Context: an optimization exercise on an open-source flow, tuned for small area, a short achievable clock period and few clock cycles per item. The choices shown serve that exercise and are no tape-out recipe.
At most, simulation tests tie the RTL to the original design; equivalence was not proved.
No activity file was given, so power comes from the tool's default toggle rates.

==> flow/design.v (excerpt) <==
module riscv_div (
    input  logic        clk,
    input  logic        rst_n,
    input  logic        in_valid,
    input  logic [31:0] op_a,       
    input  logic [31:0] op_b,       
    input  logic [1:0]  opcode,     
    input  logic        out_ready,
    output logic        out_valid,
    output logic [31:0] result
  );
  riscv_alu_div div_i (
    .clk       ( clk       ),
    .rst_n     ( rst_n     ),
    .in_valid  ( in_valid  ),
    .op_a      ( op_a      ),
    .op_b      ( op_b      ),
    .opcode    ( opcode    ),
    .out_ready ( out_ready ),
    .out_valid ( out_valid ),
    .result    ( result    )
  );
endmodule
For scale: about 1,400 cells after synthesis, ~110 flip-flops, ~100 I/O pins, about 11,000 um^2 of cells after synthesis.
Settings: LEC_CHECK=0, CAP_MARGIN=20, CORE_MARGIN=2, CORE_UTILIZATION=40, PLACE_DENSITY=0.6, SETUP_SLACK_MARGIN=1.5, SLEW_MARGIN=20; clock period 6.0 ns.
run.sh (not shown) runs the stock make flow with config.mk's settings and CLKGATE_MAP_FILE= SYNTH_SCRIPT=/design/flow/synth_recipe.tcl, a recipe that flattens the netlist after the stock synthesis.
==> next run, changes <==
--- a/flow/design.v
+++ b/flow/design.v
@@ -63,30 +63,32 @@
           cp_p[l+1][k] = cp_p[l][k] & cp_p[l][k - (1 << l)];
         end else begin
           cp_g[l+1][k] = cp_g[l][k];
           cp_p[l+1][k] = cp_p[l][k];
         end
     cp_c[0] = 1'b1;
     for (int k = 1; k < 6; k++) cp_c[k] = cp_g[3][k-1] | cp_p[3][k-1];
   end
   assign algn   = cp_p[0][4:0] ^ cp_c[4:0];
   assign quick  = in_bz | ~(cp_g[3][5] | cp_p[3][5]);
   logic [31:0] n_in, n_out, n_c;
-  logic [31:0] n_p [6];
+  logic [7:0]  n_g;
   assign n_in = sel_a ? A : Q;
   always_comb begin : p_neg
-    n_p[0] = {n_in[30:0], 1'b0};
-    for (int l = 0; l < 5; l++)
-      for (int k = 0; k < 32; k++)
-        n_p[l+1][k] = ((k >> l) & 1) ? (n_p[l][k] | n_p[l][((k >> l) << l) - 1]) : n_p[l][k];
-    n_c = n_p[5] & {32{n_neg}};
+    for (int g = 0; g < 8; g++) n_g[g] = |n_in[4*g+3 -: 4];
+    for (int k = 0; k < 32; k++) begin
+      n_c[k] = 1'b0;
+      for (int g = 0; g < k/4; g++) n_c[k] = n_c[k] | n_g[g];
+      for (int j = (k/4)*4; j < k; j++) n_c[k] = n_c[k] | n_in[j];
+      n_c[k] = n_c[k] & n_neg;
+    end
   end
   assign n_out = n_in ^ n_c;
   logic [31:0] sum;
   logic        qbit, last;
   wire [31:0] ad_g = A & B;
   wire [31:0] ad_p = A ^ B;
   wire ad_bg0_1 = ad_g[1] | (ad_p[1] & ad_g[0]);
   wire ad_bp0_1 = ad_p[1] & ad_p[0];
   wire ad_bg1_3 = ad_g[3] | (ad_p[3] & ad_g[2]);
   wire ad_bp1_3 = ad_p[3] & ad_p[2];
   wire ad_bg2_5 = ad_g[5] | (ad_p[5] & ad_g[4]);
Outcome: Via count rose by a few percent. Wire length goes up by a few percent. Non-clock buffer count increases by 10. Fmax rises slightly. Synthesized area grows by a few percent. Global-route usage went up by 1.6 points. Design area grows by a few percent. Core utilization is higher by 0.93 points. Total power climbs by a few percent. Hold slack got worse by 0.041 ns.
No functional check of the RTL was part of any run of this note.

========
## run 1
riscv_div, a different RTL version from the one above (not shown whole).
For scale: ~1400 cells after synthesis, about 110 flip-flops, roughly 100 I/O pins.
==> flow/design.v (excerpt) <==
module riscv_div (
    input  logic        clk,
    input  logic        rst_n,
    input  logic        in_valid,
    input  logic [31:0] op_a,       
    input  logic [31:0] op_b,       
    input  logic [1:0]  opcode,     
    input  logic        out_ready,
    output logic        out_valid,
    output logic [31:0] result
  );
Settings: LEC_CHECK=0, CAP_MARGIN=20, CORE_MARGIN=2, CORE_UTILIZATION=40, PLACE_DENSITY=0.6, SETUP_SLACK_MARGIN=1.5, SLEW_MARGIN=20; clock period 6.0 ns.
The inputs of run 2 differ from those of run 1 as listed below.
diff --git a/flow/design.v b/flow/design.v
--- a/flow/design.v
+++ b/flow/design.v
@@ -7,17 +7,17 @@
     input  logic [1:0]  opcode,    
     input  logic        out_ready,
     output logic        out_valid,
     output logic [31:0] result
   );
   logic st_idle, st_algn, st_step, st_fix, st_done;
   logic [31:0] A, B, Q;
   logic [4:0]  cnt;
-  logic        neg_res, cin, sel_a, sel_o, n_inv, n_inc, a_inc;
+  logic        neg_res, cin, sel_a, sel_o, n_inv, n_inc, a_inc, q_fix;
   function automatic logic [5:0] lzc32(input logic [31:0] x);
     logic [15:0] v0; logic [15:0] c0;
     logic [7:0] v1; logic [1:0] c1 [8];
     logic [3:0] v2; logic [2:0] c2 [4];
     logic [1:0] v3; logic [3:0] c3 [2];
     logic v4; logic [4:0] c4;
     for (int i = 0; i < 16; i++) begin
       v0[i] = x[2*i+1] | x[2*i];
@@ -35,29 +35,29 @@
       v3[i] = v2[2*i+1] | v2[2*i];
       c3[i] = v2[2*i+1] ? {1'b0, c2[2*i+1]} : {1'b1, c2[2*i]};
     end
     v4 = v3[1] | v3[0];
     c4 = v3[1] ? {1'b0, c3[1]} : {1'b1, c3[0]};
     lzc32 = {~v4, c4 & {5{v4}}};
   endfunction
   logic        in_an, in_bn, in_bz, quick;
-  logic [31:0] in_bx;
+  assign q_fix = opcode[1] & in_an;
+  logic [31:0] in_ax, in_bx;
   logic [5:0]  in_lza, in_lzb;
-  logic [31:0] in_as;
-  logic [4:0]  algn;
+  logic [6:0]  algn;
   assign in_an  = opcode[0] & op_a[31];
   assign in_bn  = opcode[0] & op_b[31];
   assign in_bz  = (op_b == 32'd0);
+  assign in_ax  = op_a ^ {32{in_an}};    
   assign in_bx  = op_b ^ {32{in_bn}};    
-  assign in_as  = in_an ? {~op_a[30:0], 1'b1} : op_a;
-  assign in_lza = lzc32(in_as);
+  assign in_lza = lzc32(in_ax);
   assign in_lzb = lzc32({in_bx[31:1], 1'b1});
-  assign algn   = in_lzb[4:0] - in_lza[4:0];
-  assign quick  = in_bz | (in_lza > in_lzb);
+  assign algn   = {1'b0, in_lzb} - {1'b0, in_lza} + {6'b0, in_an};
+  assign quick  = in_bz | algn[6];
   logic [31:0] n_in, n_out;
   assign n_in  = sel_a ? A : Q;
   logic [31:0] n_x, n_c;
   logic [7:0]  n_g;
   assign n_x = n_in ^ {32{n_inv}};
   always_comb begin : p_inc
     for (int g = 0; g < 8; g++) n_g[g] = &n_x[4*g+3 -: 4];
     for (int k = 0; k < 32; k++) begin
@@ -182,30 +182,30 @@
       st_algn <= 1'b0;
       st_step <= 1'b0;
       st_fix  <= 1'b0;
       st_done <= 1'b0;
     end else begin
       st_idle <= (st_idle & ~in_valid) | (st_done & out_ready);
       st_algn <= st_idle & in_valid & ~quick;
       st_step <= st_algn | (st_step & ~last);
-      st_fix  <= st_step & last & neg_res;
-      st_done <= (st_idle & in_valid & quick) | (st_step & last & ~neg_res) | st_fix | (st_done & ~out_ready);
+      st_fix  <= (st_idle & in_valid & quick & q_fix) | (st_step & last & neg_res);
+      st_done <= (st_idle & in_valid & quick & ~q_fix) | (st_step & last & ~neg_res) | st_fix | (st_done & ~out_ready);
     end
   end
   always_ff @(posedge clk) begin
     if (st_idle) begin
-      A       <= op_a;
+      A       <= in_ax;
       Q       <= {32{in_bz}};
-      cnt     <= algn;
+      cnt     <= algn[4:0];
       neg_res <= opcode[0] & (opcode[1] ? in_an : (in_an ^ in_bn) & ~in_bz);
       cin     <= ~in_bn;
       sel_a   <= 1'b1;
-      n_inv   <= in_an;
-      n_inc   <= in_an;
+      n_inv   <= quick;
+      n_inc   <= ~quick & in_an;
       sel_o   <= opcode[1];
       a_inc   <= opcode[1];
     end else if (st_algn) begin
       A       <= n_out;
       sel_a   <= a_inc;
       n_inv   <= neg_res;
       n_inc   <= neg_res;
     end else if (st_step) begin
Results
- From run 1 to run 2 the numbers moved as follows: die area now larger, post-detailed-placement cell area went up by about 1.2%.
- Taking run 1 as the reference point, the post-synthesis cell count of run 2 rises by about 2%.
- Minimum hold slack, run 1 and run 2, lower one = run 2.
- Changes observed in run 2 relative to run 1: final area +710 um2; global-route wire length before repair +about 3.5%; number of buffers inserted by post-CTS setup repair +6; total routed wirelength +3.0%.
- Final critical-path setup slack: run 2 worse than run 1
Testbench counts of run 2, summed over its fixed seeds: cycles 27,308, items 3,200.
The RTL of run 1 was laid out without a check of its function.

[port drivers added, routing unchanged]
The flow's constraints put no driver on any port. The routed layouts listed below were extracted and timed again, unchanged, in two steps.
Step 1: set_driving_cell puts a clkbuf_16 on clk and a buf_2 on each other input, an assumption about the parent block.
Step 2 times the ports against the registers' clock, not the clock port: input delays grow and output delays shrink by t, the midpoint of the rising clock arrivals with the driver on.
Slacks: ideal ports / drivers / drivers and shift; pairs: ideal ports / drivers.
| run | t, ns | setup WS [ns] | worst setup path at the end | worst slew at a driven data input, ns |
|---|---|---|---|---|
| the first run of note 1 | 0.412 | 1.544 / 1.562 / 1.149 | input to register | 0.07 |
| the second run of note 1 | 0.412 | 1.561 / 1.571 / 1.158 | input to register | 0.05 |
| run 1 | 0.418 | 1.638 / 1.665 / 1.247 | input to register | 0.04 |
| run 2 | 0.469 | 1.615 / 1.634 / 1.165 | input to register | 0.04 |
After both steps setup and hold are still met in every run listed. The setup slack of run 2, which loses most, moves by +0.019 ns with the drivers and by -0.450 ns with both steps.
